This design comes from an exercise in tuning for small area on the open sky130 flow, not from production work.
RTL that was checked went through simulation tests only; none was proved equivalent to the original.
The flow treats the clock pin as an ideal source. Dropping or thinning the clock tree relies on that and would not hold on a real chip.
Power is estimated from default activity; no workload was simulated.

Setup of run A:
==> flow/design.v (excerpt) <==
module classifier_top (
  input  wire clk,
  input  wire rst_n,
  input  wire signed [3:0]  x_int4,
  input  wire signed [7:0]  w_int8,
  input  wire new_feat,
  input  wire new_class,
  input  wire [2:0] class_id,
  output reg  signed [19:0] acc20,
  output wire signed [19:0] max_score,
  output reg  [2:0] max_class
);
export LEC_CHECK = 0
export CAP_MARGIN = 20
export CORE_MARGIN = 2
export CORE_UTILIZATION = 40
export GPL_TIMING_DRIVEN = 0
export SETUP_SLACK_MARGIN = -0.3
export SLEW_MARGIN = 20
export SYNTH_HIERARCHICAL = 1
export SYNTH_MINIMUM_KEEP_SIZE = 0
create_clock -name core_clock -period 6.5 [get_ports {clk}]
standard.sh (not shown) runs the stock make flow with config.mk's settings and CLKGATE_MAP_FILE= SYNTH_SCRIPT=/design/flow/synth_recipe.tcl, a recipe that flattens the netlist after the stock synthesis.
==> flow/flow/run.sh <==
#!/bin/bash
# The standard layout (standard.sh) with these changes to how the layout is made:
#  - the port buffers that buffer_ports inserts are sky130_fd_sc_hd__buf_1;
#  - clock tree synthesis inserts no dummy loads, and its tree (a root buffer and leaf
#    buffers) is then reduced to 3 leaf buffers driven by the clock port, each driving a
#    balanced group of registers from the group's centre (collapse.tcl); every register is
#    still clocked through exactly one buffer;
#  - the reset port's buffer is made sky130_fd_sc_hd__buf_4 before repair_design (rst.tcl),
#    since it drives every register's reset;
#  - after the standard synthesis (run unchanged), combinational cells that synthesis
#    upsized are set back to their smallest drive strength (downsize.tcl); the floorplan's
#    timing repair and the later repair steps upsize again wherever timing needs it.
# Each tool's output goes to its own log file here.
set -euo pipefail
export BUFFER_PORTS_ARGS="-buffer_cell sky130_fd_sc_hd__buf_1"
export CTS_ARGS="-sink_clustering_enable -repair_clock_nets -dont_use_dummy_load"
export POST_CTS_TCL=$PWD/flow/collapse.tcl CLK_KEEP=3
export PRE_RESIZE_TCL=$PWD/flow/rst.tcl RST_BUF_CELL=sky130_fd_sc_hd__buf_4
export CLK_LEAF_CELL=sky130_fd_sc_hd__clkbuf_8 CLK_ROOT_CELL=none
bash standard.sh synth > synth.log 2>&1
export RESULTS=orfs/results/sky130hd/classifier_top/base
openroad -no_init -exit flow/downsize.tcl > downsize.log 2>&1
bash standard.sh finish > standard_flow.log 2>&1
==> flow/flow/collapse.tcl <==
# Reduce the clock tree that clock_tree_synthesis built (a root buffer feeding leaf buffers)
# to $::env(CLK_KEEP) leaf buffers of $::env(CLK_LEAF_CELL) under a root of
# $::env(CLK_ROOT_CELL) (none: no root, the clock port drives the leaves): the clock sinks are split into that many balanced groups by
# position, each kept leaf drives one group and moves to its centre, and the placement is
# legalized again. Every register is still clocked through the root and one leaf buffer.
set block [ord::get_db_block]
set clk_net [$block findNet clk]
set roots {}
foreach it [$clk_net getITerms] {
  if {[$it isInputSignal]} { lappend roots [$it getInst] }
}
proc inst_xy {inst} {
  set b [$inst getBBox]
  return [list [expr {([$b xMin] + [$b xMax]) / 2}] [expr {([$b yMin] + [$b yMax]) / 2}]]
}
if {[llength $roots] != 1} {
  puts "collapse: clock port feeds [llength $roots] cells; left as is"
  return
}
set root [lindex $roots 0]
set n0 [[$root findITerm X] getNet]
set leaves {}
set sinks {}
foreach it [$n0 getITerms] {
  if {![$it isInputSignal]} { continue }
  set l [$it getInst]
  if {![string match *clkbuf* [[$l getMaster] getName]]} { continue }
  lappend leaves $l
  foreach s [[[$l findITerm X] getNet] getITerms] {
    if {[$s isInputSignal]} { lappend sinks $s }
  }
}
set K [expr {min($::env(CLK_KEEP), [llength $leaves])}]
set N [llength $sinks]
# balanced grouping: sort sinks by x (or y, whichever spread is larger), cut into K runs,
# then sort each run by the other axis is not needed for K <= 3
set xs {}; set ys {}
foreach s $sinks { lassign [inst_xy [$s getInst]] x y; lappend xs $x; lappend ys $y }
set dx [expr {[tcl::mathfunc::max {*}$xs] - [tcl::mathfunc::min {*}$xs]}]
set dy [expr {[tcl::mathfunc::max {*}$ys] - [tcl::mathfunc::min {*}$ys]}]
set axis [expr {$dx >= $dy ? 0 : 1}]
set keyed {}
foreach s $sinks { lappend keyed [list [lindex [inst_xy [$s getInst]] $axis] $s] }
set keyed [lsort -integer -index 0 $keyed]
set kept [lrange $leaves 0 [expr {$K - 1}]]
# detach every sink and drop the leaves not kept
foreach s $sinks { $s disconnect }
foreach l [lrange $leaves $K end] {
  set n1 [[$l findITerm X] getNet]
  [$l findITerm A] disconnect
  [$l findITerm X] disconnect
  odb::dbInst_destroy $l
  odb::dbNet_destroy $n1
}
for {set g 0} {$g < $K} {incr g} {
  set l [lindex $kept $g]
  set net [[$l findITerm X] getNet]
  set lo [expr {($g * $N) / $K}]
  set hi [expr {(($g + 1) * $N) / $K - 1}]
  set sx 0; set sy 0; set cnt 0
  foreach e [lrange $keyed $lo $hi] {
    set s [lindex $e 1]
    $s connect $net
    lassign [inst_xy [$s getInst]] x y
    incr sx $x; incr sy $y; incr cnt
  }
  replace_cell [$l getName] $::env(CLK_LEAF_CELL)
  set cx [expr {$sx / $cnt}]; set cy [expr {$sy / $cnt}]
  set m [$l getMaster]
  $l setLocation [expr {$cx - [$m getWidth] / 2}] [expr {$cy - [$m getHeight] / 2}]
  $l setPlacementStatus PLACED
  puts "collapse: leaf [$l getName] drives $cnt sinks"
}
if {$::env(CLK_ROOT_CELL) == "none"} {
  foreach l $kept {
    [$l findITerm A] disconnect
    [$l findITerm A] connect $clk_net
  }
  [$root findITerm A] disconnect
  [$root findITerm X] disconnect
  odb::dbInst_destroy $root
  odb::dbNet_destroy $n0
} else {
  replace_cell [$root getName] $::env(CLK_ROOT_CELL)
}
detailed_placement
puts "collapse: kept $K of [llength $leaves] leaves for $N sinks"
Other scripts of this flow, unchanged in this note and not shown: flow/flow/downsize.tcl, flow/flow/rst.tcl
What run B does differently from run A at the input level:
diff --git a/flow/flow/run.sh b/flow/flow/run.sh
--- a/flow/flow/run.sh
+++ b/flow/flow/run.sh
@@ -4,3 +4,3 @@
 #  - clock tree synthesis inserts no dummy loads, and its tree (a root buffer and leaf
-#    buffers) is then reduced to 3 leaf buffers driven by the clock port, each driving a
+#    buffers) is then reduced to 4 leaf buffers driven by the clock port, each driving a
 #    balanced group of registers from the group's centre (collapse.tcl); every register is
@@ -16,5 +16,5 @@
 export CTS_ARGS="-sink_clustering_enable -repair_clock_nets -dont_use_dummy_load"
-export POST_CTS_TCL=$PWD/flow/collapse.tcl CLK_KEEP=3
+export POST_CTS_TCL=$PWD/flow/collapse.tcl CLK_KEEP=4
 export PRE_RESIZE_TCL=$PWD/flow/rst.tcl RST_BUF_CELL=sky130_fd_sc_hd__buf_4
-export CLK_LEAF_CELL=sky130_fd_sc_hd__clkbuf_8 CLK_ROOT_CELL=none
+export CLK_LEAF_CELL=sky130_fd_sc_hd__clkbuf_4 CLK_ROOT_CELL=none
 bash standard.sh synth > synth.log 2>&1
diff --git a/flow/config.mk b/flow/config.mk
--- a/flow/config.mk
+++ b/flow/config.mk
@@ -9,3 +9,3 @@
 export CORE_MARGIN = 2
-export CORE_UTILIZATION = 40
+export CORE_UTILIZATION = 60
 export GPL_TIMING_DRIVEN = 0
Findings:
Compared to run A, run B reaches a higher achievable clock. In the reports for run B and run A, the smaller total routing resource utilization after global routing belongs to run A. The lower critical path depth of run B and run A is in run A.
Relative to run B, the following input files were edited for run C:
diff --git a/flow/config.mk b/flow/config.mk
--- a/flow/config.mk
+++ b/flow/config.mk
@@ -9,3 +9,3 @@
 export CORE_MARGIN = 2
-export CORE_UTILIZATION = 60
+export CORE_UTILIZATION = 40
 export GPL_TIMING_DRIVEN = 0
==> run summary <==
- Delta(met2 demand-to-capacity share in global routing, run C - run B) < 0
- Run comparison: run B origin of the worst setup path x_int4[1]; run C origin of the worst setup path x_int4[3]
- Going from run B to run C, post-route worst hold slack -0.011 ns, area growth from synthesis to layout +1.0 points.

========
Another version of the RTL of classifier_top (not shown whole).
Size: ~290 cells after synthesis.
==> flow/config.mk <==
export PLATFORM = sky130hd
export DESIGN_NAME = classifier_top
export DESIGN_NICKNAME = classifier_top
export VERILOG_FILES = /design/flow/design.v
export SDC_FILE = /design/flow/constraint.sdc
export NUM_CORES = 4
export LEC_CHECK = 0
export CAP_MARGIN = 20
export CORE_MARGIN = 2
export CORE_UTILIZATION = 40
export GPL_TIMING_DRIVEN = 0
export SLEW_MARGIN = 20
export SYNTH_HIERARCHICAL = 1
export SYNTH_MINIMUM_KEEP_SIZE = 0
==> flow/constraint.sdc <==
create_clock -name core_clock -period 6.5 [get_ports {clk}]
set_input_delay 1.3000 -clock core_clock [delete_from_list [all_inputs] [get_ports {clk}]]
set_output_delay 1.3000 -clock core_clock [all_outputs]
set_load 0.01 [all_outputs]
==> flow/flow/run.sh <==
#!/bin/bash
# The standard layout (standard.sh) with two changes to how the layout is made:
#  - the port buffers that buffer_ports inserts are sky130_fd_sc_hd__buf_1;
#  - after the standard synthesis (run unchanged), combinational cells that synthesis
#    upsized are set back to their smallest drive strength (downsize.tcl); the floorplan's
#    timing repair and the later repair steps upsize again wherever timing needs it.
# Each tool's output goes to its own log file here.
set -euo pipefail
export BUFFER_PORTS_ARGS="-buffer_cell sky130_fd_sc_hd__buf_1"
export CTS_ARGS="-sink_clustering_enable -repair_clock_nets -dont_use_dummy_load -buf_list sky130_fd_sc_hd__clkbuf_8 -root_buf sky130_fd_sc_hd__clkbuf_8 -sink_clustering_size 25"
bash standard.sh synth > synth.log 2>&1
export RESULTS=orfs/results/sky130hd/classifier_top/base
openroad -no_init -exit flow/downsize.tcl > downsize.log 2>&1
bash standard.sh finish > standard_flow.log 2>&1
==> flow/flow/downsize.tcl <==
# Set every combinational cell of the synthesized netlist to its smallest-area variant of
# the same function (e.g. nor2b_4 -> nor2b_1). Registers, buffers and tie cells are kept.
set results $::env(RESULTS)
read_db $results/1_synth.odb
read_liberty $::env(FLOW_HOME)/platforms/sky130hd/lib/sky130_fd_sc_hd__tt_025C_1v80.lib
set db [ord::get_db]
set block [[$db getChip] getBlock]
set n 0
foreach inst [$block getInsts] {
  set m [[$inst getMaster] getName]
  if {![regexp {^sky130_fd_sc_hd__([a-z0-9]+)_([0-9]+)$} $m -> base size]} { continue }
  if {[regexp {^(df|edf|sdf|dl|buf|clkbuf|clkdly|dlygate|dlymetal|conb|tap|fill|decap|diode|lpflow|probe)} $base]} { continue }
  set best $m
  set best_area [[$inst getMaster] getWidth]
  foreach s {0 1 2} {
    set cand "sky130_fd_sc_hd__${base}_$s"
    set cm [$db findMaster $cand]
    if {$cm == "NULL" || $cand == $m} { continue }
    if {[get_lib_cells -quiet $cand] == ""} { continue }
    if {[$cm getWidth] < $best_area} {
      set best $cand
      set best_area [$cm getWidth]
    }
  }
  if {$best != $m} {
    puts "[$inst getName]: $m -> $best"
    replace_cell [$inst getName] $best
    incr n
  }
}
puts "downsized $n cells"
write_db $results/1_synth.odb
Edit:
--- a/flow/flow/run.sh
+++ b/flow/flow/run.sh
@@ -9,3 +9,3 @@
 export BUFFER_PORTS_ARGS="-buffer_cell sky130_fd_sc_hd__buf_1"
-export CTS_ARGS="-sink_clustering_enable -repair_clock_nets -dont_use_dummy_load -buf_list sky130_fd_sc_hd__clkbuf_8 -root_buf sky130_fd_sc_hd__clkbuf_8 -sink_clustering_size 25"
+export CTS_ARGS="-sink_clustering_enable -repair_clock_nets -dont_use_dummy_load -buf_list sky130_fd_sc_hd__clkbuf_16 -root_buf sky130_fd_sc_hd__clkbuf_16 -sink_clustering_size 50 -sink_clustering_max_diameter 500"
 bash standard.sh synth > synth.log 2>&1
Worst hold slack gets worse by 0.0049 ns.
Critical path depth is unchanged.
Routed wire length barely changes.
Clock skew stays flat.
Design area came out higher by 1.7%.
Utilization came out higher by 0.82 points.
Register-to-register slack barely changes.
Setup slack gets better by 0.076 ns.
Total power came out higher by 4.8%.
Via count came out lower by 0.50%.
Global-route usage came out higher by 0.19 points.
No functional check of the RTL was part of any run of this note.

## what the ideal ports hide
The results above use ideal ports. As a check the final layouts listed here were re-extracted and re-timed, cells and wires unchanged.
Step 1 assumes that a clkbuf_16 drives the clock port and a buf_2 every other input.
Step 2 times the ports against the registers' clock, not the clock port: input delays grow and output delays shrink by t, the midpoint of the rising clock arrivals with the driver on.
Slacks: ideal ports / drivers / drivers and shift; pairs: ideal ports / drivers.
run	shift t [ns]	setup slack, ns	cell pins on the clock port's net
run A	0.189	0.241 / 0.261 / 0.073	3
run B	0.207	0.266 / 0.273 / 0.078	4
run C	0.205	0.270 / 0.287 / 0.083	4
the first run of note 2	0.318	0.524 / 0.525 / 0.207	1
the second run of note 2	0.307	0.601 / 0.604 / 0.297	1
After both steps every run listed still meets setup and hold. The setup slack of the first run of note 2, which loses most, moves by +0.001 ns with the drivers and by -0.317 ns with both steps.
